What follows belongs to an exercise in optimizing a design on an open flow for small area, a short achievable clock period and few clock cycles per item; a production flow would make more cautious choices.

run Z:
==> module huffman, before the edit <==
module huffman(clk, reset, gray_valid, gray_data, CNT_valid, CNT1, CNT2, CNT3, CNT4, CNT5, CNT6,
    code_valid, HC1, HC2, HC3, HC4, HC5, HC6, M1, M2, M3, M4, M5, M6 );
input clk;
input reset;
input gray_valid;
input [7:0] gray_data;
output CNT_valid;
output [7:0] CNT1, CNT2, CNT3, CNT4, CNT5, CNT6;
output code_valid;
output [7:0] HC1, HC2, HC3, HC4, HC5, HC6;
output [7:0] M1, M2, M3, M4, M5, M6;
	reg [6:0] w [0:5];    
	reg [2:0] ptr [0:5];  
	reg [3:0] hc [0:5];
	reg [3:0] mk [0:5];   
	reg started;          
	reg act;              
	reg ph;               
	reg [4:1] fm;         
	assign CNT1 = {1'b0, w[5]};
	assign CNT2 = {1'b0, w[0]};
	assign CNT3 = {1'b0, w[1]};
	assign CNT4 = {1'b0, w[2]};
	assign CNT5 = {1'b0, w[3]};
	assign CNT6 = {1'b0, w[4]};
	assign HC1 = {3'b0, ptr[0][1], hc[0]};
	assign HC2 = {3'b0, ptr[1][1], hc[1]};
	assign HC3 = {3'b0, ptr[2][1], hc[2]};
	assign HC4 = {3'b0, ptr[3][1], hc[3]};
	assign HC5 = {3'b0, ptr[4][1], hc[4]};
	assign HC6 = {3'b0, ptr[5][1], hc[5]};
	assign M1 = {3'b0, ptr[0][0], mk[0][3:1], 1'b1};
	assign M2 = {3'b0, ptr[1][0], mk[1][3:1], 1'b1};
	assign M3 = {3'b0, ptr[2][0], mk[2][3:1], 1'b1};
	assign M4 = {3'b0, ptr[3][0], mk[3][3:1], 1'b1};
	assign M5 = {3'b0, ptr[4][0], mk[4][3:1], 1'b1};
	assign M6 = {3'b0, ptr[5][0], mk[5][3:1], 1'b1};
	wire detect = started && !gray_valid;
	assign CNT_valid = act && fm[4];
	assign code_valid = !act && !fm[1];
	wire sum = act && ph;
	wire ins = act && !ph;
	wire last = sum && w[2][6] && w[2][5] && w[2][4];
	function lt;
		input [6:0] a, b;
		integer n;
		begin
			lt = 1'b0;
			for (n = 0; n < 7; n = n + 1) lt = (a[n] == b[n]) ? lt : b[n];
		end
	endfunction
	wire [6:0] N = w[0];
	reg [6:0] Nc;
	wire [5:1] l;
	genvar k;
	generate for (k = 1; k < 6; k = k + 1) begin : cmp
		assign l[k] = lt(w[k], Nc);
	end endgenerate
	wire [6:0] c = {1'b0, l[5], l[4:1] | fm, 1'b1};
	wire [6:1] mv = {sum, {5{act}} & (c[5:1] | {5{ph}})};
	wire [2:0] q = {c[4], c[2] & !c[4], (c[1] & !c[2]) | (c[3] & !c[4]) | c[5]};
	wire [6:0] ap = w[0] ^ w[1], ag = w[0] & w[1];
	wire [6:0] cy;
	assign cy[0] = 1'b0;
	assign cy[1] = ag[0];
	assign cy[2] = ag[1] | (ap[1] & ag[0]);
	wire g32 = ag[3] | (ap[3] & ag[2]), p32 = ap[3] & ap[2];
	wire g54 = ag[5] | (ap[5] & ag[4]), p54 = ap[5] & ap[4];
	assign cy[3] = ag[2] | (ap[2] & cy[2]);
	assign cy[4] = g32 | (p32 & cy[2]);
	assign cy[5] = ag[4] | (ap[4] & cy[4]);
	assign cy[6] = g54 | (p54 & cy[4]);
	wire [6:0] ws = ap ^ cy;
	always @(posedge clk or posedge reset) begin
		if (reset) begin
			started <= 0;
			act <= 0;
			ph <= 0;
			fm <= 4'b1111;
		end else begin
			started <= gray_valid || (started && !detect);
			act <= detect || (act && !last);
			ph <= ins && !fm[1];
			if (ins) fm <= {1'b0, fm[4:2]};
		end
	end
	wire [2:0] g = gray_data[2:0];
	wire [5:0] en = {gray_valid && g == 3'd6, gray_valid && g == 3'd5, gray_valid && g == 3'd4,
	                 gray_valid && g == 3'd3, gray_valid && g == 3'd2, gray_valid && g == 3'd1};
	wire [2:0] slot [0:5];
	assign slot[0] = 3'd5; assign slot[1] = 3'd0; assign slot[2] = 3'd1;
	assign slot[3] = 3'd2; assign slot[4] = 3'd3; assign slot[5] = 3'd4;
	genvar j;
	generate for (j = 0; j < 6; j = j + 1) begin : ent
		localparam integer s = (j == 5) ? 0 : j + 1;
		wire [6:0] up = (j < 5) ? w[j + 1] : 7'h7f;
		wire [6:0] ones;    
		assign ones[0] = 1'b1;
		genvar n;
		for (n = 1; n < 7; n = n + 1) begin : pre
			assign ones[n] = &w[j][n - 1:0];
		end
		wire [6:0] inc = w[j] ^ (ones & {7{en[s]}});
		wire tu = (j == 0) ? ins && c[1] : mv[j + 1];
		wire tn = (j == 0) ? act && !tu : mv[j] && !mv[j + 1];
		wire [6:0] nv = (j == 0) ? (sum ? ws : N) : N;
		wire [6:0] d = ({7{tu}} & up) | ({7{tn}} & nv) | ({7{!tu && !tn}} & inc);
		always @(posedge clk or posedge reset) begin
			if (reset) w[j] <= 0;
			else w[j] <= d;
		end
		if (j == 0) begin : copy
			always @(posedge clk) Nc <= d;
		end
	end endgenerate
	reg [2:0] qr;
	always @(posedge clk or posedge reset) begin
		if (reset) qr <= 0;
		else qr <= (sum && !last) ? 3'd7 : ins ? q : 3'd0;
	end
	genvar i;
	generate for (i = 0; i < 6; i = i + 1) begin : sym
		wire [2:0] p = ptr[i];
		wire [2:0] pm1 = {p[2] & (p[1] | p[0]), p[1] ^ !p[0], !p[0]};  
		wire z = p == 3'd0;
		wire [2:0] pe = z ? ((qr == 3'd7) ? 3'd0 : qr) : ((p <= qr) ? pm1 : p);
		wire p1 = p == 3'd1, p2 = p == 3'd2;
		wire a = sum && ((z && qr[2:1] == 2'd0) || p1 || (p2 && qr[2:1] != 2'd0));
		wire a0 = sum && ((z && qr == 3'd0) || (p1 && qr != 3'd0));
		always @(posedge clk or posedge reset) begin
			if (reset) begin
				ptr[i] <= slot[i];
				hc[i] <= 0;
				mk[i] <= 0;
			end else begin
				ptr[i] <= last ? {1'b0, mk[i][3] && a0, mk[i][3]} : pe;
				mk[i] <= mk[i] | ({4{a}} & {mk[i][2:0], 1'b1});
				hc[i] <= hc[i] | ({4{a0}} & {mk[i][2:0], 1'b1} & ~mk[i]);
			end
		end
	end endgenerate
endmodule
export LEC_CHECK = 0
export CAP_MARGIN = 20
export CORE_MARGIN = 2
export CORE_UTILIZATION = 40
export SETUP_SLACK_MARGIN = 2.6
export SLEW_MARGIN = 20
create_clock -name core_clock -period 5.0 [get_ports {clk}]
standard.sh (not shown) runs the stock make flow with config.mk's settings and CLKGATE_MAP_FILE= SYNTH_SCRIPT=/design/flow/synth_recipe.tcl, a recipe that flattens the netlist after the stock synthesis.
==> flow/flow/run.sh <==
#!/bin/bash
# The standard layout, with plain buffers on the ports instead of the
# resizer's default pick (a slow delay cell), a clock tree without the
# dummy balancing loads, and synthesis's single tie cells kept.
set -euo pipefail
export BUFFER_PORTS_ARGS="-buffer_cell sky130_fd_sc_hd__buf_1"
export CTS_ARGS="-sink_clustering_enable -repair_clock_nets -dont_use_dummy_load -buf_list {sky130_fd_sc_hd__clkbuf_4 sky130_fd_sc_hd__clkbuf_8}"
export SKIP_REPAIR_TIE_FANOUT=1
bash standard.sh > standard.log 2>&1
Here is what was changed in the inputs of run A compared with run Z.
diff --git a/flow/design.v b/flow/design.v
--- a/flow/design.v
+++ b/flow/design.v
@@ -63,12 +63,8 @@
 	wire [6:0] cy;
 	assign cy[0] = 1'b0;
-	assign cy[1] = ag[0];
-	assign cy[2] = ag[1] | (ap[1] & ag[0]);
-	wire g32 = ag[3] | (ap[3] & ag[2]), p32 = ap[3] & ap[2];
-	wire g54 = ag[5] | (ap[5] & ag[4]), p54 = ap[5] & ap[4];
-	assign cy[3] = ag[2] | (ap[2] & cy[2]);
-	assign cy[4] = g32 | (p32 & cy[2]);
-	assign cy[5] = ag[4] | (ap[4] & cy[4]);
-	assign cy[6] = g54 | (p54 & cy[4]);
+	genvar m;
+	generate for (m = 1; m < 7; m = m + 1) begin : carry
+		assign cy[m] = ag[m - 1] | (ap[m - 1] & cy[m - 1]);
+	end endgenerate
 	wire [6:0] ws = ap ^ cy;
 	always @(posedge clk or posedge reset) begin
@@ -125,7 +121,6 @@
 		wire z = p == 3'd0;
 		wire [2:0] pe = z ? ((qr == 3'd7) ? 3'd0 : qr) : ((p <= qr) ? pm1 : p);
-		wire p1 = p == 3'd1, p2 = p == 3'd2;
-		wire a = sum && ((z && qr[2:1] == 2'd0) || p1 || (p2 && qr[2:1] != 2'd0));
-		wire a0 = sum && ((z && qr == 3'd0) || (p1 && qr != 3'd0));
+		wire a = sum && pe[2:1] == 2'd0;
+		wire a0 = sum && pe == 3'd0;
 		always @(posedge clk or posedge reset) begin
 			if (reset) begin
--- outcome ---
- Max-capacitance violation count: run Z vs run A — no meaningful difference
- Cmp run A and run Z / relative slew slack / lower: run Z
- Between run A and run Z, the met2 wire length is lower for run Z.
- Going from run Z to run A, part of the cycle the worst path needs went up 13 points, die area went down 3.2%, met2 track utilization from global routing went up 1.9 points.
No functional check of the RTL was part of any run of this note.

-- separate check: timing with driven ports --
Ports are ideal in the flow. The routed layouts listed here were re-timed in OpenROAD.
Step 1 sets driving cells, clkbuf_16 on the clock port and buf_2 on the other inputs (assumed; they add their load-dependent delay and slew).
Step 2 also shifts input and output timing later by t, the mid clock arrival at the registers, as if the neighbouring blocks saw the same clock.
Three values: ideal ports, drivers, drivers and shift; two values: the first two.
run	t (ns)	setup WS [ns]	clock arrival spread, ns	cell pins on the clock port's net
run Z	0.474	2.637 / 2.637 / 2.318	0.020 / 0.020	1
run A	0.482	1.979 / 1.979 / 1.979	0.034 / 0.033	1
After both steps setup and hold are still met in every run listed. The setup slack of run Z, which loses most, moves by 0.000 ns with the drivers and by -0.319 ns with both steps.
